Source: an optimization exercise on an open RTL-to-GDS flow (aim: small area, a short achievable clock period and few clock cycles). Production flows keep margins and buffers that such runs may drop. At most, simulation tests tie the RTL to the original design; equivalence was not proved. Only the layout flow was run in run 7; the RTL was not checked for function there. Power and IR drop assume default switching activity.

[flow/run.sh]
#!/bin/bash
# synth_recipe.tcl (not shown) runs the flow's synth.tcl, then flattens the netlist and writes it again
# the make line also repeats each setting of config.mk as NAME=value (left out here)
make -C /OpenROAD-flow-scripts/flow DESIGN_CONFIG=/design/flow/config.mk WORK_HOME=/design/flow/orfs CLKGATE_MAP_FILE= SYNTH_SCRIPT=/design/flow/synth_recipe.tcl finish
[flow/config.mk]
export PLATFORM = sky130hd
export DESIGN_NAME = draw_lines
export DESIGN_NICKNAME = draw_lines
export VERILOG_FILES = /design/flow/design.v
export SDC_FILE = /design/flow/constraint.sdc
export NUM_CORES = 4
export LEC_CHECK = 0
export ABC_AREA = 1
export CAP_MARGIN = 20
export CORE_MARGIN = 2
export CORE_UTILIZATION = 40
export SETUP_SLACK_MARGIN = 3.5
export SLEW_MARGIN = 20
[flow/constraint.sdc]
create_clock -name core_clock -period 5.0 [get_ports {i_clk}]
set_input_delay 1.0000 -clock core_clock [delete_from_list [all_inputs] [get_ports {i_clk}]]
set_output_delay 1.0000 -clock core_clock [all_outputs]
set_load 0.01 [all_outputs]
[flow/design.v]
module draw_lines(
      input          i_clk,
      input          i_reset,
      input   [10:0] i_x0,
      input   [10:0] i_x1,
      input   [10:0] i_y0,
      input   [10:0] i_y1,
      input          i_start,
      input          i_load_fifo,
      output         o_waiting,
      output         o_fifo_full,
      output         o_wr,
      output  [18:0] o_addr
    );
   localparam NR = 12;           
   localparam RW = 38;           
   function [11:0] ks_add;
      input [11:0] a, b;
      input        ci;
      reg   [11:0] p, g, pp, gg;
      integer i, d;
      begin
         p = a ^ b;
         g = a & b;
         gg = {g[11:1], g[0] | (p[0] & ci)};
         pp = p;
         for (d = 1; d < 12; d = d * 2) begin
            for (i = 11; i >= d; i = i - 1) begin
               gg[i] = gg[i] | (pp[i] & gg[i-d]);
               pp[i] = pp[i] & pp[i-d];
            end
         end
         ks_add = p ^ {gg[10:0], ci};
      end
   endfunction
   reg        idle;              
   reg        wr;                
   reg  [3:0] count;             
   reg        full;              
   reg  [NR-1:0] r_v;            
   reg           x_v, y_v, e_v;
   reg        e_last;            
   wire emit   = ~idle & e_v;    
   wire finish = emit & e_last;  
   wire [NR+2:0] vall = {e_v, y_v, x_v, r_v};      
   wire [NR+2:0] take;
   genvar gi;
   generate
      for (gi = 1; gi <= NR+2; gi = gi + 1) begin : g_take
         assign take[gi] = vall[gi-1] & (~&vall[NR+2:gi] | finish);
      end
   endgenerate
   assign take[0] = i_load_fifo;
   wire [3:0] count_nx = count + {3'd0, i_load_fifo} - {3'd0, finish};
   always @(posedge i_clk) begin
      if (i_reset) begin
         idle    <= 1'b1;
         wr      <= 1'b0;
         count   <= 4'd0;
         full    <= 1'b0;
         r_v     <= {NR{1'b0}};
         x_v     <= 1'b0;
         y_v     <= 1'b0;
         e_v     <= 1'b0;
      end else begin
         idle  <= idle ? ~i_start : (count == 4'd0);
         wr    <= emit;
         count <= count_nx;
         full  <= count_nx == 4'd15;
         r_v   <= (r_v & ~take[NR:1]) | take[NR-1:0];
         x_v   <= (x_v & ~take[NR+1]) | take[NR];
         y_v   <= (y_v & ~take[NR+2]) | take[NR+1];
         e_v   <= (e_v & ~finish) | take[NR+2];
      end
   end
   assign o_waiting   = idle;
   assign o_fifo_full = full;
   assign o_wr        = wr;
   reg [RW-1:0] r_d [0:NR-1];
   always @(posedge i_clk) begin
      if (take[0])
         r_d[0] <= {i_x0[9:0], i_y0[8:0], i_x1[9:0], i_y1[8:0]};
   end
   generate
      for (gi = 1; gi < NR; gi = gi + 1) begin : g_raw
         always @(posedge i_clk) begin
            if (take[gi])
               r_d[gi] <= r_d[gi-1];
         end
      end
   endgenerate
   wire [9:0] h_x0 = r_d[NR-1][37:28];
   wire [8:0] h_y0 = r_d[NR-1][27:19];
   wire [9:0] h_x1 = r_d[NR-1][18:9];
   wire [8:0] h_y1 = r_d[NR-1][8:0];
   wire [10:0] dxp = {1'b0, h_x1} - {1'b0, h_x0};
   wire [10:0] dxn = {1'b0, h_x0} - {1'b0, h_x1};
   wire  [9:0] dyp = {1'b0, h_y1} - {1'b0, h_y0};
   wire  [9:0] dyn = {1'b0, h_y0} - {1'b0, h_y1};
   reg  [RW-1:0] x_pts;          
   reg     [9:0] x_adx;
   reg     [8:0] x_ady;
   reg           x_sx, x_sy;     
   always @(posedge i_clk) begin
      if (take[NR]) begin
         x_pts <= r_d[NR-1];
         x_sx  <= dxp[10];
         x_sy  <= dyp[9];
         x_adx <= dxp[10] ? dxn[9:0] : dxp[9:0];
         x_ady <= dyp[9]  ? dyn[8:0] : dyp[8:0];
      end
   end
   wire        steep = {1'b0, x_ady} > x_adx;
   reg  [RW-1:0] y_pts;
   reg     [9:0] y_adx;
   reg     [8:0] y_ady;
   reg           y_steep, y_bpos, y_swap;
   always @(posedge i_clk) begin
      if (take[NR+1]) begin
         y_pts   <= x_pts;
         y_adx   <= x_adx;
         y_ady   <= x_ady;
         y_steep <= steep;
         y_bpos  <= ~(x_sx ^ x_sy);
         y_swap  <= steep ? x_sy : x_sx;
      end
   end
   wire [10:0] t_xy  = {1'b0, y_adx} - {2'b0, y_ady};         
   wire [10:0] t_yx  = {2'b0, y_ady} - {1'b0, y_adx};         
   wire [10:0] e0_ns = {2'b0, y_adx[9:1]} - {2'b0, y_ady};    
   wire [10:0] e0_s  = {3'b0, y_ady[8:1]} - {1'b0, y_adx};    
   reg  [9:0] e_x;
   reg  [8:0] e_y;
   reg [10:0] e_err;             
   reg  [9:0] e_d1;              
   reg  [9:0] e_db;
   reg  [9:0] e_cnt;             
   reg        e_steep, e_bpos;
   wire        e_step   = e_err[10];
   wire [11:0] e_err_s_w  = ks_add({e_err[10], e_err}, {2'b0, e_d1}, 1'b0);
   wire [11:0] e_err_ns_w = ks_add({e_err[10], e_err}, {2'b11, ~e_db}, 1'b1);
   wire [10:0] e_err_s  = e_err_s_w[10:0];
   wire [10:0] e_err_ns = e_err_ns_w[10:0];
   wire        x_mv = ~e_steep | e_step;
   wire        x_up = ~e_steep | e_bpos;
   wire        y_mv =  e_steep | e_step;
   wire        y_up =  e_steep | e_bpos;
   wire  [9:0] e_x_nx = x_mv ? (x_up ? e_x + 10'd1 : e_x - 10'd1) : e_x;
   wire  [8:0] e_y_nx = y_mv ? (y_up ? e_y + 9'd1 : e_y - 9'd1) : e_y;
   always @(posedge i_clk) begin
      if (take[NR+2]) begin
         e_x     <= y_swap ? y_pts[18:9] : y_pts[37:28];
         e_y     <= y_swap ? y_pts[8:0]  : y_pts[27:19];
         e_err   <= y_steep ? e0_s : e0_ns;
         e_d1    <= y_steep ? t_yx[9:0] : t_xy[9:0];
         e_db    <= y_steep ? y_adx : {1'b0, y_ady};
         e_cnt   <= y_steep ? {1'b0, y_ady} : y_adx;
         e_last  <= y_steep ? 1'b0 : (y_adx == 10'd0);
         e_steep <= y_steep;
         e_bpos  <= y_bpos;
      end else if (emit) begin
         e_x     <= e_x_nx;
         e_y     <= e_y_nx;
         e_err   <= e_step ? e_err_s : e_err_ns;
         e_cnt   <= e_cnt - 10'd1;
         e_last  <= (e_cnt == 10'd1);
      end
   end
   reg [18:0] addr;
   wire [11:0] s_a = {1'b0, e_y, 2'b0};
   wire [11:0] s_b = {3'b0, e_y};
   wire [11:0] s_c = {9'b0, e_x[9:7]};
   wire [11:0] s_sum = s_a ^ s_b ^ s_c;
   wire [11:0] s_cry = (s_a & s_b) | (s_a & s_c) | (s_b & s_c);
   always @(posedge i_clk) begin
      addr[6:0]  <= e_x[6:0];
      addr[18:7] <= ks_add(s_sum, {s_cry[10:0], 1'b0}, 1'b0);
   end
   assign o_addr = addr;
endmodule
==> results.txt, run 1 <==
Max-slew headroom about 59%; Max Cap Viol 0; # diodes 0; most frequent cells in the layout 638 x edfxtp_1, 268 x nand2_1, 173 x inv_1; sequential-to-total area share from yosys stat 72.25%; grt ovf 0; GRT Overall Usage between 15 and 20%; Leak Pwr approximately 15 nW; maximum net fanout on the critical path 5; asr flop ratio synth 0%; total CTS buffers 71; Crit path largest cell delay about 0.36 ns; gpl congestion between 0.8 and 0.9; CP Data Required Time 5.39 ns; initial core utilization about two fifths; Synth Area in Compound Gates under 10%; # setup viols final 0; largest net degree at the start of global routing 43; Synth Area in XOR/XNOR between 2 and 2.5%; H-tree depth 3; Post-Syn Area around 28,000 um2; Setup TNS 0 ns; Flop pwr share a little over half; Synth Register Bits around 680; die height around 270 um; fin crit share a little under half; Via Count 16,690; WL final about 65,000 um; synthesis-to-layout area growth 40.92%; layout cells sized above 1 about 37%; vias per inst between 4 and 5; Final ANT Viol Nets 0; # fillers roughly 5,200; Distinct cells, synth 56; first-pass GRT wire length between 90,000 and 100,000 um; CP Capture Type register; Main synth FF type edfxtp_1; outcome finished clean; input/output buffers 63; largest family of logic cells by synthesized area simple AND/OR/NAND/NOR gates; Initial DRC Count a little under 900; mux cell area share after synthesis less than 1%; final worst slack 2.658 ns; Clock Latency Late Sink between 0.6 and 0.7 ns; WL/cell around 19 um; critical path class reg2reg; Place WS roughly 2.3 ns; die area 71,250 um2; most common cell after layout, fill and taps aside edfxtp_1; post-synth net total approximately 2,200; site row count 96; Layout Skew 0.04034 ns; drt first pass iters 5; antenna violations before repair 0; crit path time final about 2.3 ns; internal power 0.009310 W; Sw Share between 20% and 30%; vias in the first global route around 17,000; number of hold-repair buffers added at the cts stage 0; adder-cell share of the synthesized area under 10%; critical path, cell by cell buf_12 > nand3_4 > buf_6 > buf_6 > inv_8 > buf_6 > nor2_4 > nand2_4 > nor2_4 > nand3_4 > o21ai_4 > clkinv_4 > buf_12 > buf_16; sw power 0.002376 W; CTS tree built; Pwr Density roughly 300 nW/um2; nets between 2,000 and 3,000; clock transition at the registers of the reported paths 0.07 ns; Combinational Power Share 1.6%; IO Pins 70; core footprint 68,470 um2; CTS Root Cell clkbuf_16; Syn Inst Count around 2,000; dpl hpwl 32,060 um; worst slew pin tran a little over 0.6 ns; fmax 0.4269 GHz; YS warnings 2; clock power share between 40 and 50%; CP arrival between 2 and 3 ns; DIE WIDTH about 270 um; post-synthesis simple-gate area fraction 8.855%; DRC violations left 0; final hold violation count 0; Clock Path Buffers 3; kind of start point of the critical path register; Critical-path top delay cell dfxtp_4; worst vdd ir approximately 0.4 mV; EDFF count, synth around 640; unrepaired setup endpoints after global routing yes; Mapped Avg Cell Area roughly 14 um2; most frequent cell on the critical path buf_6; Clock Sink Count between 600 and 700; max-slew violations 0; HP Class reg2reg
## what timing repair did
action	4_1_cts	5_1_grt
cloned	55	34
pin swaps	132	118
buffers inserted	203	78
hold endpoints to repair	0	0
gates resized for setup	452	269
setup endpoints to repair	736	722
## power groups by stage
stage | logic [W] | clock network, W | registers, W
2_1_floorplan | 0.0000553 | 0 | 0.00636
3_3_place_gp | 0.000108 | 0 | 0.00636
5_1_grt | 0.000202 | 0.00560 | 0.00625
3_5_place_dp | 0.000112 | 0 | 0.00636
6_report | 0.000187 | 0.00525 | 0.00625
4_1_cts | 0.000158 | 0.00535 | 0.00624
## path summary, 6_finish.rpt
check                                start  slack [ns]  cells after the start         end
worst min register to register  r_d[3][28]        0.40                      0  r_d[4][28]
worst max-delay path                   e_v        2.66                     14   r_d[3][1]
worst max register to register         e_v        2.66                     14   r_d[3][1]
worst min-delay path            r_d[3][28]        0.40                      0  r_d[4][28]
## area by class of cell
class / instances / area [um2] / share of cell area, %
sequential: 679 / 20010 / 51.36
multi-input combinational: 1076 / 8817 / 22.63
timing repair buffer: 412 / 5477 / 14.05
clock buffer: 80 / 1810 / 4.646
tap: 882 / 1104 / 2.832
inverter: 231 / 985.9 / 2.530
clock inverter: 48 / 560.5 / 1.438
timing repair inverter: 16 / 201.4 / 0.5169
## cells in the mapped netlist (9+ instances only)
master / instances / area share [%]
nand3_1: 69 / 1.2
a31oi_1: 11 / 0.25
a21oi_1: 106 / 1.9
a21o_1: 10 / 0.27
buf_2: 12 / 0.22
nand4_1: 14 / 0.32
nand2_2: 9 / 0.20
inv_1: 220 / 3.0
o21ai_0: 88 / 1.6
nor2_1: 74 / 1.0
nand2_1: 369 / 5.0
ha_1: 132 / 6.0
edfxtp_1: 638 / 69
xor2_1: 55 / 1.7
clkbuf_1: 12 / 0.16
o211ai_1: 12 / 0.33
fa_1: 14 / 1.0
dfxtp_1: 41 / 3.0
nor3_1: 10 / 0.18
xnor2_1: 17 / 0.54
## logic make-up after synthesis
family          count (synthesis)
flops                         679
simple gates                  575
compound gates                271
buf+inv                       268
fa+ha+maj                     146
xor+xnor                       72
mux                             2
## metrics by stage
step	cells	utilization, %	cell area, um2	hold WS (ns)	total power, W
2_1_floorplan	2013	-	28310	0.3868	0.006414
3_3_place_gp	2926	43.62	29860	0.4006	0.006469
3_5_place_dp	2926	43.62	29860	0.4045	0.006477
4_1_cts	3312	53.42	36580	0.4020	0.01175
5_1_grt	3424	56.92	38970	0.4173	0.01205
6_report	3424	56.92	38970	0.4049	0.01169
## registers in the layout (all words and copies together) (netlist names), 11 cells and up
| register | count |
|---|---|
| r_v | 12 |
| r_d | 456 |
| addr | 19 |
| x_pts | 38 |
| e_err | 11 |
| y_pts | 38 |
## worst max-delay path: cells and delay by family, from the launching register on
| kind | cells | cell delay (ns) |
|---|---|---|
| AND/OR/NAND/NOR | 5 | 0.55 |
| flip-flops | 1 | 0.36 |
| AO/OA/AOI/OAI | 1 | 0.24 |
| buffers and inverters | 8 | 0.94 |
## per-layer routing
layer  vias to the layer above  GRT usage, %  share of wire [%]
met3                       110         3.174                3.4
met5                         -             0                  0
met2                       351         32.87                 56
met1                      8158         18.87                 37
li1                       8070             -                  -
met4                         0         6.802                2.9
Testbench counts, summed over its fixed seeds: cycles 117,974.
==> run 2: changes to the inputs <==
--- a/flow/config.mk
+++ b/flow/config.mk
@@ -11,3 +11,3 @@
 export CORE_UTILIZATION = 40
-export SETUP_SLACK_MARGIN = 3.5
+export SETUP_SLACK_MARGIN = 3.0
 export SLEW_MARGIN = 20
==> run 2 against run 1 <==
Net effect:
- still clean
- utilization down 6.5 points
- cell area down 11%
- via count down 7.8%
- combinational power down 31%
- synthesized cell count unchanged
- count of clock-buffer cells in the layout up 5
- worst setup slack better by 0.12 ns
- sequential power about the same
- clock power down 4.4%
- sequential share of layout area up 6.5 points
- die area unchanged
- critical path type unchanged
==> results.txt, run 2 <==
first-pass GRT wire length 80,680 um (-14%); fin area 34,550 um2 (-11%); Max Cap Viol 0 (unchanged); CP delay by family, top simple AND/OR/NAND/NOR gates; DRC violations left 0 (unchanged); Synth Area in XOR/XNOR 2.280% (unchanged); most frequent cells in the layout 638 x edfxtp_1, 307 x nand2_1, 189 x inv_1; vias in the first global route 15,420 (-8.8%); Post-Syn Area 27,650 um2 (unchanged); Critical-path top delay cell edfxtp_1; Synth Register Bits 679 (unchanged); CP Capture Type register; critical path, cell by cell ha_2 > fa_2 > nand3b_1 > nand2_2 > a21oi_4 > o21ai_2 > nand2_2 > nand2_4 > inv_8 > nand2_1 > nand2_2; Combinational Power Share 1.1% (-0.5 points); post-synthesis simple-gate area fraction 8.855% (unchanged); Final Util 50.46% (-6.5 points); Initial DRC Count 777 (-12%); mux cell area share after synthesis 0.07239% (unchanged); total CTS buffers 71 (unchanged); Biggest register r_d; post-route insts no fill 3,219 (-6.0%); initial core utilization 40.39% (unchanged); top-count cell post-synth edfxtp_1; grt ovf 0 (unchanged); drt first pass iters 5 (unchanged); DIE WIDTH 266.9 um (unchanged); kind of start point of the critical path register; Clock Path Buffers 3 (unchanged); Synth Area in Compound Gates 5.665% (unchanged); die height 266.9 um (unchanged); EDFF count, synth 638 (unchanged); asr flop ratio synth 0% (unchanged); outcome finished clean; synthesis-to-layout area growth 24.94%; Mapped Avg Cell Area 13.74 um2 (unchanged); clock transition at the registers of the reported paths 0.06 ns (about the same); maximum net fanout on the critical path 9 (+4); Syn Inst Count 2,013 (unchanged); sequential-to-total area share from yosys stat 72.25% (unchanged); WL final 51,130 um (-22%); post-synth net total 2,207 (unchanged); critical path class reg2reg; post-placement cell area 29,420 um2 (-1.5%); worst vdd ir 0.2976 mV (-27%); Layout Skew 0.02347 ns (-0.01687 ns); layout cells sized above 1 26.83% (-10 points); Clock Sink Count 679 (unchanged); core footprint 68,470 um2 (unchanged); worst slew pin tran 0.9144 ns (+0.3067 ns); Synth top area share 69.28% (unchanged); crit path time final 2.226 ns (-0.1161 ns); unrepaired setup endpoints after global routing yes; Pwr Density 329.8 nW/um2 (+10%); area leader, netlist edfxtp_1; vias per inst 4.779 (-1.9%); Max-slew headroom 38.85% (-21 points); CP Buf/Inv Count 1 (-7); clock power share 44.1% (-0.9 points); fmax 0.4492 GHz (+5.2%); dpl hpwl 32,200 um (+0.44%); H-tree depth 3 (unchanged); Via Count 15,380 (-7.8%); CP Data Required Time 5.34 ns (-0.05 ns); max FFs per register 456 (unchanged); Clock Latency Late Sink 0.62 ns (about the same); Placed Cells incl. Taps 2,932 (+0.21%); site row count 96 (unchanged); Largest regs r_d (456), x_pts (38), y_pts (38); nets 2,478 (-7.6%); adder-cell share of the synthesized area 6.986% (unchanged); largest family of logic cells by synthesized area simple AND/OR/NAND/NOR gates; WL/cell 15.88 um (-17%); antenna violations before repair 1 (+1); Sw Share 19.61% (-0.72 points); CTS Root Cell clkbuf_16; Setup TNS 0 ns (unchanged); internal power 0.009159 W (-1.6%); gpl congestion 0.8652 (+0.12%); CTS tree built; Crit path largest cell delay 0.41 ns (+0.05 ns); max-slew violations 0 (unchanged); sw power 0.002235 W (-5.9%); # diodes 0 (unchanged); IO Pins 70 (unchanged); largest net degree at the start of global routing 71 (+65%); fin crit share 44.52% (-2.3 points); CP arrival 2.56 ns (-0.17 ns); Area contributors post-synth edfxtp_1 69%, ha_1 6.0%, nand2_1 5.0%, inv_1 3.0%, dfxtp_1 3.0%; die area 71,250 um2 (unchanged); input/output buffers 63 (unchanged); HP Class reg2reg; Synth top cells by count 638 x edfxtp_1, 369 x nand2_1, 220 x inv_1; Distinct cells, synth 56 (unchanged); most common cell after layout, fill and taps aside edfxtp_1; GRT Overall Usage 14.42% (-2.9 points); Main synth FF type edfxtp_1; final hold violation count 0 (unchanged); # setup viols final 0 (unchanged); Final ANT Viol Nets 0 (unchanged); Flop pwr share 54.8% (+1.4 points); most frequent cell on the critical path nand2_2; Leak Pwr 12.89 nW (-12%); YS warnings 2 (unchanged); number of hold-repair buffers added at the cts stage 0 (unchanged)
run 2: path summary, 6_finish.rpt:
kind | slack, ns | endpoint | start | cells past startpoint
worst max register to register | 2.77 | x_adx[8] | r_d[11][28] | 11
worst min register to register | 0.40 | r_d[11][10] | r_d[10][10] | 0
worst min-delay path | 0.40 | r_d[11][10] | r_d[10][10] | 0
worst max-delay path | 2.77 | x_adx[8] | r_d[11][28] | 11
run 2: layout make-up:
| type | instances | area, um2 |
|---|---|---|
| Inverter | 231 | 927.1 |
| Sequential cell | 679 | 20000 |
| Timing Repair inverter | 5 | 37.54 |
| Tap cell | 882 | 1104 |
| Timing Repair Buffer | 225 | 1979 |
| Multi-Input combinational cell | 1071 | 8224 |
| Clock buffer | 85 | 1829 |
| Fill cell | 5698 | 33920 |
| Clock inverter | 41 | 451.7 |
run 2: kinds of logic (layout without fill, tap and decap cells):
kind of cell | count (synthesis) | in the layout
buffers and inverters | 268 | 587
multiplexers | 2 | 2
flip-flops | 679 | 679
adder cells (fa/ha/maj) | 146 | 146
XOR/XNOR | 72 | 72
AND/OR/NAND/NOR | 575 | 578
AO/OA/AOI/OAI | 271 | 273
run 2: power by group through the flow:
| stage | Clock (W) | Combinational (W) | Sequential, W |
|---|---|---|---|
| 3_5_place_dp | 0 | 0.000111 | 0.00637 |
| 4_1_cts | 0.00518 | 0.000125 | 0.00625 |
| 5_1_grt | 0.00541 | 0.000145 | 0.00625 |
| 2_1_floorplan | 0 | 0.0000539 | 0.00636 |
| 3_3_place_gp | 0 | 0.000106 | 0.00636 |
| 6_report | 0.00502 | 0.000129 | 0.00625 |
run 2: timing repair:
item                       4_1_cts  5_1_grt
buffers inserted                82       69
cloned                          10        0
pin swaps                       54      124
gates resized for setup        249      240
setup endpoints to repair      517      362
run 2: metal layers:
layer	global-route usage [%]	vias up	routed length, um
li1	-	7636	-
met1	17.28	7362	21220
met2	26.13	278	26560
met3	2.795	108	1912
met4	4.418	0	1445
met5	0	-	0
run 2: metrics by stage:
step	hold WS [ns]	power, W	worst slack (ns)
2_1_floorplan	0.3868	0.006413	2.911
3_3_place_gp	0.4010	0.006467	1.989
3_5_place_dp	0.4045	0.006477	1.985
4_1_cts	0.4047	0.01155	2.761
5_1_grt	0.4200	0.01181	2.656
6_report	0.4004	0.01139	2.774
==> run 3: changes to the inputs <==
--- a/flow/design.v
+++ b/flow/design.v
@@ -113,20 +113,19 @@
    wire        steep = {1'b0, x_ady} > x_adx;
-   reg  [RW-1:0] y_pts;
-   reg     [9:0] y_adx;
-   reg     [8:0] y_ady;
-   reg           y_steep, y_bpos, y_swap;
+   wire        swap  = steep ? x_sy : x_sx;
+   reg   [9:0] y_xs;
+   reg   [8:0] y_ys;
+   reg   [9:0] y_da, y_db;
+   reg         y_steep, y_bpos;
    always @(posedge i_clk) begin
       if (take[NR+1]) begin
-         y_pts   <= x_pts;
-         y_adx   <= x_adx;
-         y_ady   <= x_ady;
+         y_xs    <= swap ? x_pts[18:9] : x_pts[37:28];
+         y_ys    <= swap ? x_pts[8:0]  : x_pts[27:19];
+         y_da    <= steep ? {1'b0, x_ady} : x_adx;
+         y_db    <= steep ? x_adx : {1'b0, x_ady};
          y_steep <= steep;
          y_bpos  <= ~(x_sx ^ x_sy);
-         y_swap  <= steep ? x_sy : x_sx;
       end
    end
-   wire [10:0] t_xy  = {1'b0, y_adx} - {2'b0, y_ady};         
-   wire [10:0] t_yx  = {2'b0, y_ady} - {1'b0, y_adx};         
-   wire [10:0] e0_ns = {2'b0, y_adx[9:1]} - {2'b0, y_ady};    
-   wire [10:0] e0_s  = {3'b0, y_ady[8:1]} - {1'b0, y_adx};    
+   wire [9:0]  d1 = y_da - y_db;                             
+   wire [10:0] e0 = {2'b0, y_da[9:1]} - {1'b0, y_db};        
    reg  [9:0] e_x;
@@ -151,9 +150,9 @@
       if (take[NR+2]) begin
-         e_x     <= y_swap ? y_pts[18:9] : y_pts[37:28];
-         e_y     <= y_swap ? y_pts[8:0]  : y_pts[27:19];
-         e_err   <= y_steep ? e0_s : e0_ns;
-         e_d1    <= y_steep ? t_yx[9:0] : t_xy[9:0];
-         e_db    <= y_steep ? y_adx : {1'b0, y_ady};
-         e_cnt   <= y_steep ? {1'b0, y_ady} : y_adx;
-         e_last  <= y_steep ? 1'b0 : (y_adx == 10'd0);
+         e_x     <= y_xs;
+         e_y     <= y_ys;
+         e_err   <= e0;
+         e_d1    <= d1;
+         e_db    <= y_db;
+         e_cnt   <= y_da;
+         e_last  <= (y_da == 10'd0);
          e_steep <= y_steep;
==> run 3 against run 2 <==
Net effect:
- power is 2.6% lower
- wire length decreased by 5.3%
- die area is 4.7% lower
- critical endpoint is now y_ys[3]
==> results.txt, run 3 <==
area leader, netlist edfxtp_1; die area 67,870 um2 (-4.7%); critical path class reg2reg; dpl hpwl 28,730 um (-11%); outcome finished clean; HP Class reg2reg; maximum net fanout on the critical path 7 (-2); # setup viols final 0 (unchanged); fin crit share 43.15% (-1.4 points); Post-Syn Area 26,320 um2 (-4.8%); Setup TNS 0 ns (unchanged); top-count cell post-synth edfxtp_1; first-pass GRT wire length 73,260 um (-9.2%); Mapped Avg Cell Area 14.05 um2 (+2.3%); GRT Overall Usage 13.79% (-0.63 points); clock power share 44.2% (about the same); worst vdd ir 0.2801 mV (-5.9%); DRC violations left 0 (unchanged); Main synth FF type edfxtp_1; worst slew pin tran 0.9352 ns (+0.02084 ns); WL/cell 15.84 um (-0.27%); most frequent cells in the layout 619 x edfxtp_1, 262 x nand2_1, 173 x inv_1; DIE WIDTH 260.5 um (-2.4%); most common cell after layout, fill and taps aside edfxtp_1; antenna violations before repair 0 (-1); Leak Pwr 12.35 nW (-4.2%); CP arrival 2.50 ns (-0.06 ns); Biggest register r_d; Synth Register Bits 660 (-2.8%); # diodes 0 (unchanged); input/output buffers 63 (unchanged); gpl congestion 0.8310 (-4.0%); post-synth net total 2,048 (-7.2%); EDFF count, synth 619 (-3.0%); Final ANT Viol Nets 0 (unchanged); Largest regs r_d (456), x_pts (38), addr (19); Syn Inst Count 1,873 (-7.0%); unrepaired setup endpoints after global routing yes; Max-slew headroom 37.46% (-1.4 points); vias in the first global route 14,360 (-6.8%); largest net degree at the start of global routing 60 (-15%); clock transition at the registers of the reported paths 0.06 ns (about the same); Distinct cells, synth 52 (-7.1%); Initial DRC Count 690 (-11%); max FFs per register 456 (unchanged); CP Data Required Time 5.34 ns (about the same); kind of start point of the critical path register; CP Capture Type register; Final Util 51.14% (+0.68 points); number of hold-repair buffers added at the cts stage 0 (unchanged); core footprint 65,510 um2 (-4.3%); layout cells sized above 1 28.19% (+1.4 points); initial core utilization 40.18% (-0.21 points); die height 260.5 um (-2.4%); H-tree depth 3 (unchanged); Layout Skew 0.02825 ns (+0.004781 ns); Area contributors post-synth edfxtp_1 71%, ha_1 5.5%, nand2_1 4.6%, dfxtp_1 3.1%, inv_1 2.8%; Via Count 14,510 (-5.7%); Clock Path Buffers 3 (unchanged); Synth top cells by count 619 x edfxtp_1, 320 x nand2_1, 199 x inv_1; site row count 94 (-2.1%); Max Cap Viol 0 (unchanged); Combinational Power Share 1.1% (about the same); crit path time final 2.158 ns (-0.06842 ns); fmax 0.4634 GHz (+3.2%); synthesis-to-layout area growth 27.27%; CTS tree built; IO Pins 70 (unchanged); vias per inst 4.748 (-0.65%); YS warnings 2 (unchanged); drt first pass iters 5 (unchanged); final hold violation count 0 (unchanged); Flop pwr share 54.7% (about the same); CTS Root Cell clkbuf_16; Pwr Density 331.4 nW/um2 (+0.49%); max-slew violations 0 (unchanged); sw power 0.002144 W (-4.0%); Sw Share 19.32% (-0.30 points); sequential-to-total area share from yosys stat 73.74% (+1.5 points); Clock Sink Count 660 (-2.8%); nets 2,316 (-6.5%); internal power 0.008958 W (-2.2%); total CTS buffers 68 (-4.2%); WL final 48,410 um (-5.3%); Clock Latency Late Sink 0.61 ns (about the same); asr flop ratio synth 0% (unchanged); Synth top area share 70.62% (+1.3 points); grt ovf 0 (unchanged)
run 3: kinds of logic after synthesis:
group                    after synthesis  synth area share, %
AO/OA/AOI/OAI                        230                4.896
XOR/XNOR                              60                1.997
adder cells (fa/ha/maj)              127                6.379
buffers and inverters                240                3.722
flip-flops                           660                73.74
multiplexers                           1              0.03803
other                                  1              0.01425
AND/OR/NAND/NOR                      554                9.217
run 3: area by class of cell:
class | instances | area (um2)
Fill cell | 5359 | 32010
Sequential cell | 660 | 19420
Multi-Input combinational cell | 996 | 7995
Timing Repair Buffer | 206 | 1941
Clock buffer | 87 | 1793
Tap cell | 864 | 1081
Inverter | 208 | 829.5
Clock inverter | 34 | 429.2
Timing Repair inverter | 1 | 8.758
run 3: metal layers:
metal,part of all wire [%],track usage [%],vias to the layer above
met4,3.1,5.349,0
met3,3.3,2.652,91
met5,0,0,-
met1,39,15.11,6993
met2,55,26.12,229
li1,-,-,7197
run 3: worst max-delay path: stages, from the launching register on:
cell      delay, ns
edfxtp_1       0.46
ha_1           0.33
nand4_2        0.15
nor2_4         0.13
o21ai_2        0.09
nand3_4        0.17
buf_4          0.17
nand3_2        0.17
nand3_2        0.15
nand2_1        0.07
run 3: worst paths after layout:
path               from         end  slack (ns)  depth (start not counted)
max            x_ady[6]     y_ys[3]        2.84                          9
min          r_d[3][36]  r_d[4][36]        0.41                          0
max reg2reg    x_ady[6]     y_ys[3]        2.84                          9
min reg2reg  r_d[3][36]  r_d[4][36]        0.41                          0
run 3: power by group through the flow:
| stage | Sequential, W | Clock, W | Combinational [W] |
|---|---|---|---|
| CTS | 0.00607 | 0.00507 | 0.000115 |
| global placement | 0.00619 | 0 | 0.000105 |
| floorplan | 0.00618 | 0 | 0.0000548 |
| global route | 0.00608 | 0.00527 | 0.000143 |
| detailed placement | 0.00619 | 0 | 0.000109 |
| finish | 0.00607 | 0.00490 | 0.000126 |
run 3: metrics by stage:
stage / hold slack [ns] / worst slack (ns) / instance area [um2] / power (W) / std cells
after global routing: 0.4111 / 2.791 / 33500 / 0.01149 / 3056
after floorplan: 0.3706 / 2.924 / 26460 / 0.006238 / 1873
after detailed placement: 0.4045 / 2.273 / 28040 / 0.006299 / 2777
after CTS: 0.3956 / 2.849 / 31770 / 0.01126 / 2985
final: 0.4054 / 2.842 / 33500 / 0.01110 / 3056
after global placement: 0.4002 / 2.302 / 28040 / 0.006290 / 2777
run 3: timing repair:
| action | 4_1_cts | 5_1_grt |
|---|---|---|
| setup buffers | 69 | 61 |
| setup endpoints to repair | 402 | 306 |
| cloned | 18 | 8 |
| pin swaps | 42 | 82 |
| resized for setup | 294 | 247 |
Testbench counts of run 3, summed over its fixed seeds: cycles 117,974.
==> run 4: changes to the inputs <==
--- a/flow/config.mk
+++ b/flow/config.mk
@@ -11,2 +11,4 @@
 export CORE_UTILIZATION = 40
+export CTS_CLUSTER_DIAMETER = 100
+export CTS_CLUSTER_SIZE = 30
 export SETUP_SLACK_MARGIN = 3.0
==> run 4 against run 3 <==
Net effect:
- via count shrank 1.4%
- wire length down 4.2%
- worst hold slack worse by 0.0076 ns
- final cell count decreased by 1.7%
- critical path type unchanged
- combinational power about the same
- synthesized area unchanged
- utilization shrank 2.2 points
==> results.txt, run 4 <==
outcome finished clean; grt ovf 0 (unchanged); antenna violations before repair 0 (unchanged); vias per inst 4.760 (+0.26%); Area contributors post-synth edfxtp_1 71%, ha_1 5.5%, nand2_1 4.6%, dfxtp_1 3.1%, inv_1 2.8%; maximum net fanout on the critical path 8 (+1); critical path class reg2reg; DRC violations left 0 (unchanged); synthesis-to-layout area growth 21.69%; grt peak-use layer met2; unrepaired setup endpoints after global routing yes; Clock Sink Count 660 (unchanged); CTS Root Cell clkbuf_16; Main synth FF type edfxtp_1; kind of start point of the critical path register; H-tree depth 1 (-2); layout cells sized above 1 26.76% (-1.4 points); HP Class reg2reg; Leak Pwr 11.74 nW (-4.9%); core footprint 65,510 um2 (unchanged); Max-slew headroom 38.03% (+0.57 points); largest net degree at the start of global routing 60 (unchanged); most frequent cells in the layout 619 x edfxtp_1, 258 x nand2_1, 172 x inv_1; gpl congestion 0.8310 (unchanged); CP Data Required Time 5.37 ns (+0.03 ns); mux cell area share after synthesis 0.03803% (unchanged); Post-Syn Area 26,320 um2 (unchanged); max FFs per register 456 (unchanged); initial core utilization 40.18% (unchanged); Synth Area in Compound Gates 4.896% (unchanged); largest family of logic cells by synthesized area simple AND/OR/NAND/NOR gates; Pwr Density 276.1 nW/um2 (-17%); post-synthesis simple-gate area fraction 9.217% (unchanged); Pwr Total 0.008845 W (-20%); # diodes 0 (unchanged); drt first pass iters 5 (unchanged); YS warnings 2 (unchanged); WL/cell 15.44 um (-2.5%); met2 usage 25.24% (-0.87 points); adder-cell share of the synthesized area 6.379% (unchanged); CP arrival 2.57 ns (+0.07 ns); worst slew pin tran 0.9266 ns (-0.008584 ns); Distinct cells, synth 52 (unchanged); CP Capture Type register; clock transition at the registers of the reported paths 0.11 ns (+0.05 ns); top-count cell post-synth edfxtp_1; Clock Latency Late Sink 0.61 ns (about the same); Synth top area share 70.62% (unchanged); final hold violation count 0 (unchanged); Initial DRC Count 684 (-0.87%); Layout Skew 0.03504 ns (+0.006786 ns); DIE WIDTH 260.5 um (unchanged); IO Pins 70 (unchanged); first-pass GRT wire length 71,790 um (-2.0%); met3 GRT Util 1.554% (-1.1 points); Mapped Avg Cell Area 14.05 um2 (unchanged); # setup viols final 0 (unchanged); EDFF count, synth 619 (unchanged); # fillers 5,531 (+3.2%); Largest regs r_d (456), x_pts (38), addr (19); GRT Overall Usage 13.18% (-0.61 points); Critical-path top delay cell edfxtp_1; fmax 0.4545 GHz (-1.9%); Syn Inst Count 1,873 (unchanged); Crit path largest cell delay 0.48 ns (+0.02 ns); crit path time final 2.200 ns (+0.04269 ns); max-slew violations 0 (unchanged); CTS tree built; dpl hpwl 28,730 um (unchanged); Clock Path Buffers 3 (unchanged); vias in the first global route 14,030 (-2.3%); Max Cap Viol 0 (unchanged); Synth top cells by count 619 x edfxtp_1, 320 x nand2_1, 199 x inv_1; Via Count 14,310 (-1.4%); Hold WS 0.3978 ns (-0.007594 ns); die area 67,870 um2 (unchanged); Synth Area in XOR/XNOR 1.996% (unchanged); met1 usage 15.40% (+0.29 points); Final ANT Viol Nets 0 (unchanged); total CTS buffers 27 (-60%); most common cell after layout, fill and taps aside edfxtp_1; asr flop ratio synth 0% (unchanged); nets 2,295 (-0.91%); critical path, cell by cell ha_4 > nand2_1 > inv_1 > o21ai_2 > a21o_1 > nand3_4 > nand2_8 > buf_12 > inv_12 > nand2_1 > o21ai_2; Synth Register Bits 660 (unchanged); sequential-to-total area share from yosys stat 73.74% (unchanged); fin crit share 44.01% (+0.85 points); die height 260.5 um (unchanged); Setup TNS 0 ns (unchanged); area leader, netlist edfxtp_1; Biggest register r_d; post-synth net total 2,048 (unchanged); site row count 94 (unchanged); input/output buffers 63 (unchanged); worst vdd ir 0.3034 mV (+8.3%); WL final 46,400 um (-4.2%)
run 4: cell counts after synthesis:
Identical to the previous run, type by type.
run 4: cell families (layout without fill, tap and decap cells):
kind of cell,count (synthesis),count (layout)
adders and majority gates,127,127
AOI/OAI and AO/OA,230,232
and+or+nand+nor,554,569
xor gates and xnor gates,60,60
other,1,1
DFF,660,660
buffers and inverters,240,491
muxes,1,1
run 4: critical path, delay by kind of cell, from the launching register on:
kind                     cells  cell delay, ns
AND/OR/NAND/NOR              4            0.49
flip-flops                   1            0.48
AO/OA/AOI/OAI                3            0.40
adder cells (fa/ha/maj)      1            0.29
buffers and inverters        3            0.29
run 4: power breakdown:
part,switching [W],internal [W]
Sequential,0.0000185,0.00604
Combinational,0.0000646,0.0000598
Clock,0.00160,0.00106
Total,0.00168,0.00717
run 4: final cells by class:
| class | instances | area (um2) | area share (%) |
|---|---|---|---|
| Inverter | 208 | 818.3 | 2.555 |
| Tap cell | 864 | 1081 | 3.375 |
| Timing Repair Buffer | 230 | 2101 | 6.559 |
| Multi-Input combinational cell | 990 | 7736 | 24.15 |
| Clock buffer | 43 | 735.7 | 2.297 |
| Timing Repair inverter | 3 | 33.78 | 0.1055 |
| Sequential cell | 660 | 19430 | 60.67 |
| Clock inverter | 7 | 92.59 | 0.2891 |
run 4: through the flow:
step	instances	utilization, %	worst slack, ns	cell area [um2]
floorplan	1873	-	2.924	26460
global placement	2777	42.80	2.302	28040
detailed placement	2777	42.80	2.273	28040
CTS	2933	46.47	2.858	30440
global route	3005	48.89	2.763	32030
finish	3005	48.89	2.800	32030
run 4: repair_timing:
item | CTS | global route
buffers inserted | 87 | 68
pin swaps | 55 | 103
gates resized for setup | 301 | 212
hold buffers | 0 | 0
setup endpoints to repair | 387 | 347
gates cloned | 19 | 2
run 4: per-layer routing:
layer | wire, um | vias to the layer above
met5 | 0 | -
met4 | 1356 | 0
li1 | - | 7104
met3 | 1268 | 85
met1 | 18330 | 6893
met2 | 25450 | 223
run 4: path summary, 6_finish.rpt:
check / startpoint / cells after the start / end / slack [ns]
max: x_ady[3] / 11 / y_da[7] / 2.80
min: r_d[10][34] / 0 / r_d[11][34] / 0.40
max reg2reg: x_ady[3] / 11 / y_da[7] / 2.80
min reg2reg: r_d[10][34] / 0 / r_d[11][34] / 0.40
==> run 5: changes to the inputs <==
--- a/flow/config.mk
+++ b/flow/config.mk
@@ -12,4 +12,4 @@
 export CTS_CLUSTER_DIAMETER = 100
-export CTS_CLUSTER_SIZE = 30
-export SETUP_SLACK_MARGIN = 3.0
+export CTS_CLUSTER_SIZE = 20
+export SETUP_SLACK_MARGIN = 2.9
 export SLEW_MARGIN = 20
==> run 5 against run 4 <==
Net effect:
- still clean
- register-to-register slack got worse by 0.04 ns
- wire length fell by 1.6%
- sequential share of layout area rose by 1.6 points
- non-clock buffer count fell by 54
- clock power rose by 19%
- fmax fell by 1.8%
- clock skew fell by 0.012 ns
- synthesized area did not move
- sequential power barely moved
- die area did not move
- critical path depth rose by 2
- critical endpoint is now y_ys[6]
- largest cell class unchanged
==> results.txt, run 5 <==
outcome finished clean; Critical-path top delay cell edfxtp_1; r2r setup slk 2.76 ns (-0.04 ns); CP delay by family, top simple AND/OR/NAND/NOR gates; worst vdd ir 0.2954 mV (-2.6%); # fillers 5,566 (+0.63%); synthesis-to-layout area growth 18.50%; Layout Skew 0.02350 ns (-0.01154 ns); Clock Path Buffers 3 (unchanged); # setup viols final 0 (unchanged); post-route insts no fill 2,957 (-1.6%); WL/cell 15.45 um (about the same); Main synth FF type edfxtp_1; Leak Pwr 11.48 nW (-2.2%); hold_sp r_d[8][23]; unrepaired setup endpoints after global routing yes; area leader, netlist edfxtp_1; initial core utilization 40.18% (unchanged); Synth Register Bits 660 (unchanged); dpl hpwl 28,510 um (-0.79%); Reg-to-Reg End y_ys[6]; CP Data Required Time 5.34 ns (-0.03 ns); # diodes 0 (unchanged); clock power share 33.9% (+3.8 points); multi-input logic area 7234 um2 (-6.5%); Syn Inst Count 1,873 (unchanged); Combinational Power Share 1.2% (-0.2 points); max FFs per register 456 (unchanged); Via Count 14,010 (-2.1%); Pwr Density 299.6 nW/um2 (+8.5%); maximum net fanout on the critical path 5 (-3); first-pass GRT wire length 70,210 um (-2.2%); fin area 31,190 um2 (-2.6%); Largest regs r_d (456), x_pts (38), addr (19); WL final 45,680 um (-1.6%); Max-slew headroom 41.32% (+3.3 points); Biggest register r_d; GRT Overall Usage 13.12% (-0.057 points); Setup TNS 0 ns (unchanged); Crit path largest cell delay 0.48 ns (about the same); site row count 94 (unchanged); post-placement cell area 28,010 um2 (-0.11%); CTS tree built; Clock Latency Late Sink 0.60 ns (about the same); H-tree depth 2 (+1); nets 2,252 (-1.9%); fin crit share 44.83% (+0.82 points); Hold EP r_d[9][23]; total CTS buffers 39 (+44%); die area 67,870 um2 (unchanged); number of hold-repair buffers added at the cts stage 0 (unchanged); Flop pwr share 64.9% (-3.6 points); Initial DRC Count 634 (-7.3%); DRC violations left 0 (unchanged); Sw Share 19.05% (+0.071 points); sequential-to-total area share from yosys stat 73.74% (unchanged); top routing layer in use met4; kind of start point of the critical path register; Reg2Reg Depth 13 (+2); post-synth net total 2,048 (unchanged); largest net degree at the start of global routing 63 (+5.0%); die height 260.5 um (unchanged); grt ovf 0 (unchanged); most common cell after layout, fill and taps aside edfxtp_1; Clock Sink Count 660 (unchanged); FF/Latch Area 19,420 um2 (about the same); HP Class reg2reg; Final ANT Viol Nets 0 (unchanged); Post-Syn Area 26,320 um2 (unchanged); drt first pass iters 7 (+2); crit path time final 2.242 ns (+0.04108 ns); FF-to-FF Start x_adx[5]; critical path class reg2reg; gpl congestion 0.8480 (+2.0%); DR WL met2 24,690 um (-3.0%); Synth top cells by count 619 x edfxtp_1, 320 x nand2_1, 199 x inv_1; IO Pins 70 (unchanged); Mapped Avg Cell Area 14.05 um2 (unchanged); most frequent cells in the layout 619 x edfxtp_1, 284 x nand2_1, 187 x inv_1; antenna violations before repair 0 (unchanged); hold path depth 0 (unchanged); worst slew pin tran 0.8775 ns (-0.04912 ns); core footprint 65,510 um2 (unchanged); sw power 0.001780 W (+6.0%); vias per inst 4.737 (-0.49%); EDFF count, synth 619 (unchanged); CP arrival 2.58 ns (about the same); CP Capture Type register; met3 wire len 1353 um (+6.7%); Distinct cells, synth 52 (unchanged); input/output buffers 63 (unchanged); YS warnings 2 (unchanged); Synth top area share 70.62% (unchanged); layout cells sized above 1 20.21% (-6.6 points); clock transition at the registers of the reported paths 0.08 ns (-0.03 ns); DIE WIDTH 260.5 um (unchanged); internal power 0.007565 W (+5.6%); final hold violation count 0 (unchanged); Max Cap Viol 0 (unchanged); CTS Root Cell clkbuf_16; vias in the first global route 13,620 (-2.9%); metal1 wirelength 18,010 um (-1.7%); CP Buf/Inv Count 4 (+1); top-count cell post-synth edfxtp_1; critical path, cell by cell inv_2 > ha_4 > nand2_2 > inv_2 > nand3_4 > nor2_4 > buf_6 > nand3_4 > nand2_8 > buf_12 > nand2_8 > nand3_2 > nand2_2; max-slew violations 0 (unchanged); Placed Cells incl. Taps 2,777 (unchanged); fmax 0.4461 GHz (-1.8%); asr flop ratio synth 0% (unchanged); Area contributors post-synth edfxtp_1 71%, ha_1 5.5%, nand2_1 4.6%, dfxtp_1 3.1%, inv_1 2.8%
run 5: repair_timing:
| action | CTS | global route |
|---|---|---|
| gates cloned | 17 | 3 |
| buffers inserted | 46 | 55 |
| gates resized for setup | 207 | 157 |
| endpoints found under the setup margin | 328 | 310 |
| pin swaps | 32 | 45 |
run 5: how the worst max path moves through the flow:
stage | end | cells after the start | startpoint | slack [ns]
final | y_ys[6] | 13 | x_adx[5] | 2.76
after global routing | y_ys[6] | 13 | x_adx[5] | 2.71
after CTS | r_d[2][27] | 7 | idle | 2.79
after detailed placement | full | 7 | i_load_fifo | 2.20
after global placement | full | 7 | i_load_fifo | 2.28
after floorplan | x_adx[0] | 5 | idle | 2.90
run 5: final cells by class:
class / count / area share [%]
Multi-Input combinational cell: 992 / 23.19
Clock buffer: 50 / 3.261
Timing Repair Buffer: 176 / 4.946
Sequential cell: 660 / 62.26
Inverter: 208 / 2.559
Tap cell: 864 / 3.466
Clock inverter: 7 / 0.3169
run 5: metal layers:
| layer | up-vias | GRT usage (%) |
|---|---|---|
| met4 | 0 | 5.524 |
| li1 | 7023 | - |
| met1 | 6674 | 15.13 |
| met3 | 79 | 1.787 |
| met5 | - | 0 |
| met2 | 231 | 24.34 |
run 5: logic make-up after synthesis:
kind of cell / Yosys count / share of synthesized area (%)
adder cells (fa/ha/maj): 127 / 6.379
AO/OA/AOI/OAI: 230 / 4.896
multiplexers: 1 / 0.03803
AND/OR/NAND/NOR: 554 / 9.217
buffers and inverters: 240 / 3.722
flip-flops: 660 / 73.74
other: 1 / 0.01425
XOR/XNOR: 60 / 1.997
run 5: worst reg2reg max path, delay by kind of cell (launching register included):
family | cells | cell delay (ns)
flops | 1 | 0.48
simple gates | 8 | 0.79
buf+inv | 4 | 0.46
fa+ha+maj | 1 | 0.28
run 5: per-stage QoR:
stage          hold slack [ns]  setup slack (ns)  total power (W)  utilization (%)
4_1_cts                 0.4079             2.790         0.009471            45.90
3_5_place_dp            0.4045             2.202         0.006298            42.75
3_3_place_gp            0.4004             2.281         0.006289            42.75
2_1_floorplan           0.3706             2.897         0.006237                -
6_report                0.4039             2.758         0.009345            47.61
5_1_grt                 0.4173             2.708         0.009706            47.61
run 5: power groups by stage:
stage	registers [W]	clock network, W	logic (W)
after floorplan	0.00618	0	0.0000541
after global placement	0.00619	0	0.000104
after detailed placement	0.00619	0	0.000108
after CTS	0.00606	0.00329	0.000114
after global routing	0.00607	0.00351	0.000131
final	0.00606	0.00317	0.000116
==> run 6: changes to the inputs <==
--- a/flow/config.mk
+++ b/flow/config.mk
@@ -13,3 +13,3 @@
 export CTS_CLUSTER_SIZE = 20
-export SETUP_SLACK_MARGIN = 2.9
+export SETUP_SLACK_MARGIN = 3.2
 export SLEW_MARGIN = 20
==> run 6 against run 5 <==
Net effect:
- wire length up 14%
- clock power rose by 2%
- die area stayed put
==> results.txt, run 6 <==
outcome finished clean; Post-Syn Area 26,320 um2 (unchanged); Pwr Total 0.009463 W (+1.3%); largest net degree at the start of global routing 60 (-4.8%); Biggest register r_d; most frequent cells in the layout 619 x edfxtp_1, 201 x nand2_1, 160 x inv_1; max FFs per register 456 (unchanged); vias in the first global route 15,090 (+11%); Layout Skew 0.03123 ns (+0.007734 ns); synthesis-to-layout area growth 31.82%; WL/cell 16.81 um (+8.8%); Distinct cells, synth 52 (unchanged); vias per inst 4.825 (+1.9%); met3 wire len 1737 um (+28%); layout cells sized above 1 37.55% (+17 points); Clock Path Buffers 3 (unchanged); Setup TNS 0 ns (unchanged); YS warnings 2 (unchanged); die area 67,870 um2 (unchanged); Max-slew headroom 35.26% (-6.1 points); worst vdd ir 0.2363 mV (-20%); EDFF count, synth 619 (unchanged); CP arrival 2.60 ns (+0.02 ns); # diodes 0 (unchanged); Synth top area share 70.62% (unchanged); dpl hpwl 29,310 um (+2.8%); DIE WIDTH 260.5 um (unchanged); max-slew violations 0 (unchanged); crit path time final 2.260 ns (+0.01816 ns); Hold WS 0.4007 ns (-0.003133 ns); fin crit share 45.19% (+0.36 points); GRT Overall Usage 14.83% (+1.7 points); core footprint 65,510 um2 (unchanged); final hold violation count 0 (unchanged); # setup viols final 0 (unchanged); CTS Root Cell clkbuf_16; first-pass GRT wire length 78,740 um (+12%); unrepaired setup endpoints after global routing yes; top-count cell post-synth edfxtp_1; number of hold-repair buffers added at the cts stage 0 (unchanged); Via Count 14,920 (+6.5%); # fillers 5,105 (-8.3%); sequential-to-total area share from yosys stat 73.74% (unchanged); gpl congestion 0.8489 (+0.11%); Area contributors post-synth edfxtp_1 71%, ha_1 5.5%, nand2_1 4.6%, dfxtp_1 3.1%, inv_1 2.8%; fmax 0.4425 GHz (-0.80%); Final ANT Viol Nets 0 (unchanged); Syn Inst Count 1,873 (unchanged); Main synth FF type edfxtp_1; Synth top cells by count 619 x edfxtp_1, 320 x nand2_1, 199 x inv_1; clock transition at the registers of the reported paths 0.08 ns (about the same); CTS tree built; most common cell after layout, fill and taps aside edfxtp_1; Largest regs r_d (456), x_pts (38), addr (19); HP Class reg2reg; Mapped Avg Cell Area 14.05 um2 (unchanged); top routing layer in use met4; grt ovf 0 (unchanged); H-tree depth 2 (unchanged); kind of start point of the critical path register; Max Cap Viol 0 (unchanged); drt first pass iters 5 (-2); nets 2,384 (+5.9%); CP Data Required Time 5.34 ns (about the same); post-synth net total 2,048 (unchanged); antenna violations before repair 0 (unchanged); DRC violations left 0 (unchanged); asr flop ratio synth 0% (unchanged); Leak Pwr 12.69 nW (+11%); Clock Sink Count 660 (unchanged); site row count 94 (unchanged); Initial DRC Count 653 (+3.0%); critical path class reg2reg; fin area 34,700 um2 (+11%); total CTS buffers 39 (unchanged); IO Pins 70 (unchanged); initial core utilization 40.18% (unchanged); post-route insts no fill 3,093 (+4.6%); post-placement cell area 28,370 um2 (+1.3%); area leader, netlist edfxtp_1; Clock Latency Late Sink 0.59 ns (about the same); input/output buffers 63 (unchanged); die height 260.5 um (unchanged); worst slew pin tran 0.9695 ns (+0.09195 ns); Placed Cells incl. Taps 2,774 (-0.11%); Synth Register Bits 660 (unchanged); Pwr Density 272.7 nW/um2 (-9.0%); DR WL met2 28,430 um (+15%); CP Capture Type register; maximum net fanout on the critical path 5 (unchanged); WL final 51,990 um (+14%); metal1 wirelength 19,470 um (+8.1%)
==> run 6: changes by cell type in the layout (fill, tap and decap cells not counted), sizes merged, moves of 2 or more <==
cell / delta
buf: +126
clkbuf: +5
clkinvlp: +2
nand2: +2
nand3: -2
nand3b: -3
nor2: +2
==> run 6: layout make-up <==
| class | count | area [um2] | share of cell area [%] |
|---|---|---|---|
| multi-input cells | 992 | 8881 | 25.60 |
| clock buffers | 54 | 1032 | 2.975 |
| repair buffers | 303 | 3238 | 9.333 |
| well taps | 864 | 1081 | 3.116 |
| flip-flops and latches | 660 | 19440 | 56.04 |
| repair inverters | 5 | 65.06 | 0.1875 |
| clock inverters | 7 | 100.1 | 0.2885 |
| inverters | 208 | 855.8 | 2.467 |
==> run 6: critical path: stages (launching register included) <==
cell,delay [ns]
edfxtp_1,0.48
ha_4,0.30
a21oi_2,0.16
nor2_1,0.08
a21oi_2,0.19
nand3_4,0.19
nand2_8,0.13
buf_12,0.17
buf_12,0.13
clkinv_8,0.07
nand2_2,0.06
o21ai_1,0.06
==> run 6: per-stage QoR <==
stage | setup WS [ns] | utilization [%]
2_1_floorplan | 2.923 | -
3_3_place_gp | 2.299 | 43.31
5_1_grt | 2.677 | 52.96
3_5_place_dp | 2.305 | 43.31
4_1_cts | 2.862 | 49.86
6_report | 2.740 | 52.96
==> run 6: what timing repair did <==
action | 4_1_cts | 5_1_grt
setup endpoints to repair | 629 | 517
cloned | 28 | 7
gates resized for setup | 457 | 304
endpoints found under the hold margin | 0 | 0
pin swaps | 123 | 170
setup buffers | 146 | 77
==> run 6: worst paths after layout <==
path              start          to  slack, ns  depth (start not counted)
max            x_ady[7]     y_da[1]       2.74                         11
min          r_d[10][3]  r_d[11][3]       0.40                          0
min reg2reg  r_d[10][3]  r_d[11][3]       0.40                          0
max reg2reg    x_ady[7]     y_da[1]       2.74                         11
==> run 6: where the power goes <==
part / total, W / internal (W) / switching (W)
Clock: 0.00324 / 0.00152 / 0.00172
Sequential: 0.00606 / 0.00604 / 0.0000186
Combinational: 0.000162 / 0.0000845 / 0.0000777
Total: 0.00946 / 0.00765 / 0.00181
==> run 6: cell families after synthesis <==
logic type / count (synthesis) / share of synthesized area, %
DFF: 660 / 73.74
and+or+nand+nor: 554 / 9.217
buffers and inverters: 240 / 3.722
AOI/OAI and AO/OA: 230 / 4.896
adders and majority gates: 127 / 6.379
xor gates and xnor gates: 60 / 1.997
other: 1 / 0.01425
muxes: 1 / 0.03803
==> run 6: per-layer routing <==
layer	vias to the layer above	GRT usage (%)
met2	299	27.90
met3	142	2.282
li1	7288	-
met4	0	7.063
met5	-	0
met1	7194	16.25
==> run 7: changes to the inputs <==
--- a/flow/design.v
+++ b/flow/design.v
@@ -42,4 +42,4 @@
    reg        e_last;            
-   wire emit   = ~idle & e_v;    
-   wire finish = emit & e_last;  
+   wire emit   = e_v & (~idle | (i_start & ~e_last));
+   wire finish = ~idle & e_v & e_last;    
    wire [NR+2:0] vall = {e_v, y_v, x_v, r_v};      
--- a/flow/config.mk
+++ b/flow/config.mk
@@ -13,3 +13,3 @@
 export CTS_CLUSTER_SIZE = 20
-export SETUP_SLACK_MARGIN = 3.2
+export SETUP_SLACK_MARGIN = 3.0
 export SLEW_MARGIN = 20
==> run 7 against run 6 <==
Net effect:
- still clean on timing, DRC and antenna
- synthesized area shrank 0.15%
- largest cell class unchanged
- via count shrank 0.74%
- register-to-register slack gained 0.02 ns
- global-route usage shrank 0.55 points
- final cell count shrank 1.4%
- wire length shrank 0.63%
==> results.txt, run 7 <==
Post-Syn Area 26,280 um2 (-0.15%); HP Class reg2reg; area leader, netlist edfxtp_1; Max-slew headroom 43.40% (+8.1 points); fin area 33,610 um2 (-3.1%); grt ovf 0 (unchanged); Syn Inst Count 1,872 (-0.053%); max FFs per register 456 (unchanged); dpl hpwl 28,680 um (-2.1%); maximum net fanout on the critical path 6 (+1); final hold violation count 0 (unchanged); Synth top cells by count 619 x edfxtp_1, 325 x nand2_1, 194 x inv_1; most frequent cell on the critical path nand2_8; Max Cap Viol 0 (unchanged); Setup TNS 0 ns (unchanged); Synth top area share 70.73% (+0.11 points); layout cells sized above 1 30.90% (-6.6 points); H-tree depth 2 (unchanged); Clock Latency Late Sink 0.60 ns (about the same); Pwr Density 282.6 nW/um2 (+3.6%); Final ANT Viol Nets 0 (unchanged); critical path, cell by cell inv_2 > ha_4 > inv_1 > nor2_1 > o21ai_2 > nand3_4 > buf_12 > nand2_8 > nand2_8 > nand3_2 > nand2_2; WL final 51,660 um (-0.63%); Biggest register r_d; max-slew violations 0 (unchanged); # diodes 0 (unchanged); Layout Skew 0.02601 ns (-0.005221 ns); mux cell area share after synthesis 0.03809% (+0.000058 points); clock transition at the registers of the reported paths 0.09 ns (about the same); DRC violations left 0 (unchanged); Clock Path Buffers 3 (unchanged); core footprint 64,700 um2 (-1.2%); sequential-to-total area share from yosys stat 73.85% (+0.11 points); most common cell after layout, fill and taps aside edfxtp_1; worst slew pin tran 0.8490 ns (-0.1205 ns); Critical-path top delay cell edfxtp_1; Synth Area in XOR/XNOR 1.933% (-0.064 points); CP delay by family, top simple AND/OR/NAND/NOR gates; EDFF count, synth 619 (unchanged); # setup viols final 0 (unchanged); FF-to-FF Start x_adx[1]; initial core utilization 40.62% (+0.44 points); nets 2,352 (-1.3%); hold_sp r_d[9][4]; Reg2Reg Depth 11 (unchanged); Largest regs r_d (456), x_pts (38), addr (19); CP Capture Type register; Crit path largest cell delay 0.44 ns (-0.04 ns); Mapped Avg Cell Area 14.04 um2 (about the same); kind of start point of the critical path register; CTS Root Cell clkbuf_16; CP Data Required Time 5.34 ns (about the same); YS warnings 2 (unchanged); vias in the first global route 14,690 (-2.7%); fmax 0.4460 GHz (+0.79%); Clock Sink Count 660 (unchanged); post-synthesis simple-gate area fraction 9.203% (-0.015 points); total CTS buffers 39 (unchanged); Leak Pwr 12.31 nW (-3.0%); most frequent cells in the layout 619 x edfxtp_1, 239 x nand2_1, 161 x inv_1; post-placement cell area 27,970 um2 (-1.4%); WL/cell 16.94 um (+0.80%); Main synth FF type edfxtp_1; hold path depth 0 (unchanged); vias per inst 4.858 (+0.69%); synthesis-to-layout area growth 27.90%; adder-cell share of the synthesized area 6.389% (+0.0097 points); site row count 93 (-1.1%); critical path class reg2reg; Via Count 14,810 (-0.74%); worst vdd ir 0.2740 mV (+16%); IO Pins 70 (unchanged); crit path time final 2.242 ns (-0.01775 ns); die height 260.3 um (about the same); asr flop ratio synth 0% (unchanged); Distinct cells, synth 56 (+7.7%); Hold EP r_d[10][4]; r2r setup slk 2.76 ns (+0.02 ns); input/output buffers 63 (unchanged); first-pass GRT wire length 75,920 um (-3.6%); Synth Register Bits 660 (unchanged); antenna violations before repair 0 (unchanged); CP Buf/Inv Count 3 (unchanged); CP arrival 2.58 ns (-0.02 ns); unrepaired setup endpoints after global routing yes; fin crit share 44.84% (-0.35 points); GRT Overall Usage 14.28% (-0.55 points); top-count cell post-synth edfxtp_1; post-synth net total 2,047 (-0.049%); gpl congestion 0.8558 (+0.81%); CTS tree built; drt first pass iters 8 (+3); largest net degree at the start of global routing 69 (+15%); DIE WIDTH 260.3 um (about the same); Synth Area in Compound Gates 4.932% (+0.036 points); Initial DRC Count 716 (+9.6%); largest family of logic cells by synthesized area simple AND/OR/NAND/NOR gates; die area 67,770 um2 (-0.15%); outcome finished clean; Area contributors post-synth edfxtp_1 71%, ha_1 5.5%, nand2_1 4.6%, dfxtp_1 3.1%, inv_1 2.8%; Reg-to-Reg End y_xs[0]
## run 7: cell types whose count changed after synthesis, sizes merged, moves of 2 or more
cell,before,now
buf,19,21
inv,207,199
nor2,87,90
a21oi,90,94
xor2,46,44
nand2,329,332
clkbuf,13,10
or2,3,5
nand3,105,103
## run 7: power by group
group	internal (W)	switching, W	total (W)
clock	0.00152	0.00172	0.00324
combinational	0.0000934	0.0000888	0.000182
sequential	0.00606	0.0000217	0.00608
## run 7: kinds of logic (layout without fill, tap and decap cells)
group	Yosys count	in the layout
compound gates	233	242
xor+xnor	58	58
fa+ha+maj	127	127
buf+inv	231	521
flops	660	660
mux	1	1
other cells	1	1
simple gates	561	584
## run 7: metrics by stage
stage	total power, W	cells	hold WS (ns)	util, %	worst slack [ns]
finish	0.009499	3049	0.4014	51.96	2.758
global route	0.009841	3049	0.4136	51.96	2.731
CTS	0.009596	2959	0.4045	48.58	2.732
detailed placement	0.006311	2764	0.4045	43.23	1.883
global placement	0.006301	2764	0.4003	43.23	1.915
floorplan	0.006249	1872	0.3706	-	2.871
## run 7: metal layers
layer	routed length (um)	GRT usage, %
met3	1602	1.729
met5	0	0
met4	1715	5.159
met2	28590	27.55
met1	19750	16.04
## run 7: layout make-up
type                            count  area [um2]
Timing Repair Buffer              261        2783
Timing Repair inverter              2       18.77
Fill cell                        5291       31080
Clock buffer                       51        1021
Inverter                          200       792.0
Multi-Input combinational cell   1013        8367
Clock inverter                      7       131.4
Tap cell                          855        1070
Sequential cell                   660       19430
## run 7: worst max path at each step
stage	slack [ns]	startpoint	cells after the start	end
final	2.76	x_adx[1]	11	y_xs[0]
after global routing	2.73	x_adx[1]	11	y_xs[2]
after CTS	2.73	idle	1	o_waiting
after detailed placement	1.88	i_start	4	e_x[8]
after global placement	1.92	i_start	4	e_x[7]
after floorplan	2.87	i_start	3	e_x[0]
## run 7: timing repair
item | CTS | global route
gates cloned | 36 | 8
hold buffers | 0 | 0
endpoints found under the setup margin | 604 | 519
pin swaps | 76 | 113
gates resized for setup | 335 | 315
setup buffers | 101 | 80
## run 7: worst register-to-register path: stages, from the launching register on
cell and delay, ns:
edfxtp_1 0.44, inv_2 0.14, ha_4 0.23, inv_1 0.06, nor2_1 0.05, o21ai_2 0.22
nand3_4 0.24, buf_12 0.22, nand2_8 0.09, nand2_8 0.09, nand3_2 0.13, nand2_2 0.08
==> run 8: changes to the inputs <==
--- a/flow/design.v
+++ b/flow/design.v
@@ -42,4 +42,4 @@
    reg        e_last;            
-   wire emit   = e_v & (~idle | (i_start & ~e_last));
-   wire finish = ~idle & e_v & e_last;    
+   wire emit   = ~idle & e_v;    
+   wire finish = emit & e_last;  
    wire [NR+2:0] vall = {e_v, y_v, x_v, r_v};      
--- a/flow/config.mk
+++ b/flow/config.mk
@@ -11,4 +11,5 @@
 export CORE_UTILIZATION = 40
+export CTS_BUF_LIST = sky130_fd_sc_hd__clkbuf_8
 export CTS_CLUSTER_DIAMETER = 100
-export CTS_CLUSTER_SIZE = 20
+export CTS_CLUSTER_SIZE = 15
 export SETUP_SLACK_MARGIN = 3.0
==> run 8 against run 7 <==
Net effect:
- power decreased by 8.3%
- global-route usage decreased by 0.72 points
- fmax increased by 3.4%
- die area increased by 0.15%
- via count decreased by 2.6%
- wire length decreased by 6.6%
- critical path depth unchanged
- highest routed layer unchanged
- utilization decreased by 2.5 points
- count of clock-buffer cells in the layout decreased by 2
- synthesized cell count about the same
==> results.txt, run 8 <==
Reg2Reg Depth 11 (unchanged); Largest regs r_d (456), x_pts (38), addr (19); largest net degree at the start of global routing 60 (-13%); drt first pass iters 4 (-4); kind of start point of the critical path register; first-pass GRT wire length 72,630 um (-4.3%); max FFs per register 456 (unchanged); outcome finished clean; most common cell after layout, fill and taps aside edfxtp_1; Placed Cells incl. Taps 2,777 (+0.47%); antenna violations before repair 1 (+1); initial core utilization 40.18% (-0.44 points); Main synth FF type edfxtp_1; Syn Inst Count 1,873 (+0.053%); CP Buf/Inv Count 3 (unchanged); Post-Syn Area 26,320 um2 (+0.15%); vias per inst 4.750 (-2.2%); YS warnings 2 (unchanged); Crit path largest cell delay 0.44 ns (about the same); Setup TNS 0 ns (unchanged); input/output buffers 63 (unchanged); Clock Path Buffers 3 (unchanged); fin crit share 43.38% (-1.5 points); core footprint 65,510 um2 (+1.3%); crit path time final 2.169 ns (-0.07313 ns); site row count 94 (+1.1%); GRT Overall Usage 13.56% (-0.72 points); Final Util 49.50% (-2.5 points); vias in the first global route 14,290 (-2.7%); Layout Skew 0.03119 ns (+0.005177 ns); Distinct cells, synth 52 (-7.1%); nets 2,319 (-1.4%); grt ovf 0 (unchanged); most frequent cells in the layout 619 x edfxtp_1, 253 x nand2_1, 197 x inv_1; critical path, cell by cell inv_2 > ha_4 > nand4_4 > nor2_4 > o21ai_2 > nand3_4 > buf_12 > buf_6 > nand3b_4 > nand3_2 > nand2_2; fmax 0.4611 GHz (+3.4%); Biggest register r_d; gpl congestion 0.8310 (-2.9%); r2r setup slk 2.83 ns (+0.07 ns); CTS tree built; critical path class reg2reg; Reg-to-Reg End y_ys[2]; die area 67,870 um2 (+0.15%); Setup crit start x_adx[8]; DRC violations left 0 (unchanged); CP arrival 2.57 ns (about the same); synthesis-to-layout area growth 23.20%; worst slew pin tran 0.9273 ns (+0.07831 ns); H-tree depth 2 (unchanged); # setup viols final 0 (unchanged); worst vdd ir 0.2331 mV (-15%); area leader, netlist edfxtp_1; final worst slack 2.831 ns (+0.07313 ns); Pwr Density 268.7 nW/um2 (-4.9%); final hold violation count 0 (unchanged); Clock Latency Late Sink 0.66 ns (+0.06 ns); CTS Root Cell clkbuf_8; Final ANT Viol Nets 0 (unchanged); Critical-path top delay cell edfxtp_1; asr flop ratio synth 0% (unchanged); dpl hpwl 28,730 um (+0.19%); Synth top area share 70.62% (-0.11 points); top-count cell post-synth edfxtp_1; EDFF count, synth 619 (unchanged); HP Class reg2reg; CP Capture Type register; Clock Sink Count 660 (unchanged); sequential-to-total area share from yosys stat 73.74% (-0.11 points); max-slew violations 0 (unchanged); Mapped Avg Cell Area 14.05 um2 (about the same); crit path capture y_ys[2]
==> run 8: cell count changes after synthesis, sizes merged, moves of 2 or more <==
cell,before,now
inv,199,207
nand2,332,329
clkbuf,10,13
nand3,103,105
buf,21,19
a21oi,94,90
xor2,44,46
nor2,90,87
or2,5,3
==> run 8: layout make-up <==
| cell class | count | area [um2] |
|---|---|---|
| diodes | 1 | 2.502 |
| clock buffers | 49 | 674.4 |
| clock inverters | 29 | 141.4 |
| fillers | 5493 | 33080 |
| inverters | 208 | 813.3 |
| multi-input cells | 993 | 8056 |
| flip-flops and latches | 660 | 19420 |
| well taps | 864 | 1081 |
| repair buffers | 229 | 2203 |
| repair inverters | 3 | 36.28 |
==> run 8: through the flow <==
step | hold slack (ns) | area (um2)
after floorplan | 0.3706 | 26460
after global placement | 0.4002 | 28040
after detailed placement | 0.4045 | 28040
after CTS | 0.4035 | 30540
after global routing | 0.4110 | 32430
final | 0.4085 | 32430
==> run 8: report_power, final <==
| part | leakage, nW | internal [W] | switching, W |
|---|---|---|---|
| clock | 0.511 | 0.000924 | 0.00160 |
| sequential | 5.96 | 0.00604 | 0.0000181 |
| combinational | 5.49 | 0.0000619 | 0.0000649 |
| total | 12.0 | 0.00703 | 0.00168 |
==> run 8: layer usage <==
layer / global-route usage [%] / vias up / part of all wire, % / wire, um
li1: - / 7160 / - / -
met1: 15.04 / 6927 / 38 / 18450
met2: 25.88 / 244 / 55 / 26680
met3: 2.098 / 90 / 3.4 / 1645
met4: 5.206 / 0 / 3.0 / 1470
met5: 0 / - / 0 / 0
==> run 8: what timing repair did <==
item | CTS | global route
setup buffers | 82 | 70
cloned | 17 | 8
hold buffers | 0 | 0
hold endpoints to repair | 0 | 0
resized for setup | 311 | 253
setup endpoints to repair | 386 | 321
pin swaps | 69 | 107
==> run 8: logic make-up (layout without fill, tap and decap cells) <==
kind of cell	Yosys count	in the layout	share of synthesized area, %
compound gates	230	231	4.896
xor+xnor	60	60	1.997
fa+ha+maj	127	127	6.379
buf+inv	240	518	3.722
flops	660	660	73.74
mux	1	1	0.03803
other cells	1	2	0.01425
simple gates	554	573	9.217
==> run 8: worst min-delay path by stage <==
stage,to,slack [ns],depth (start not counted)
floorplan,addr[1],0.37,0
global placement,r_d[10][2],0.40,0
detailed placement,e_steep,0.40,0
CTS,r_d[4][36],0.40,0
global route,r_d[9][3],0.41,0
finish,r_d[6][23],0.41,0
Testbench counts of run 8, summed over its fixed seeds: cycles 117,974.

Check on run 8: ideal ports give 2.831 ns setup slack; a clkbuf_16 on the clock port and buf_2 on the inputs give 2.831 ns; moving port delays by the midpoint clock arrival (0.702 ns) as well gives 2.455 ns.
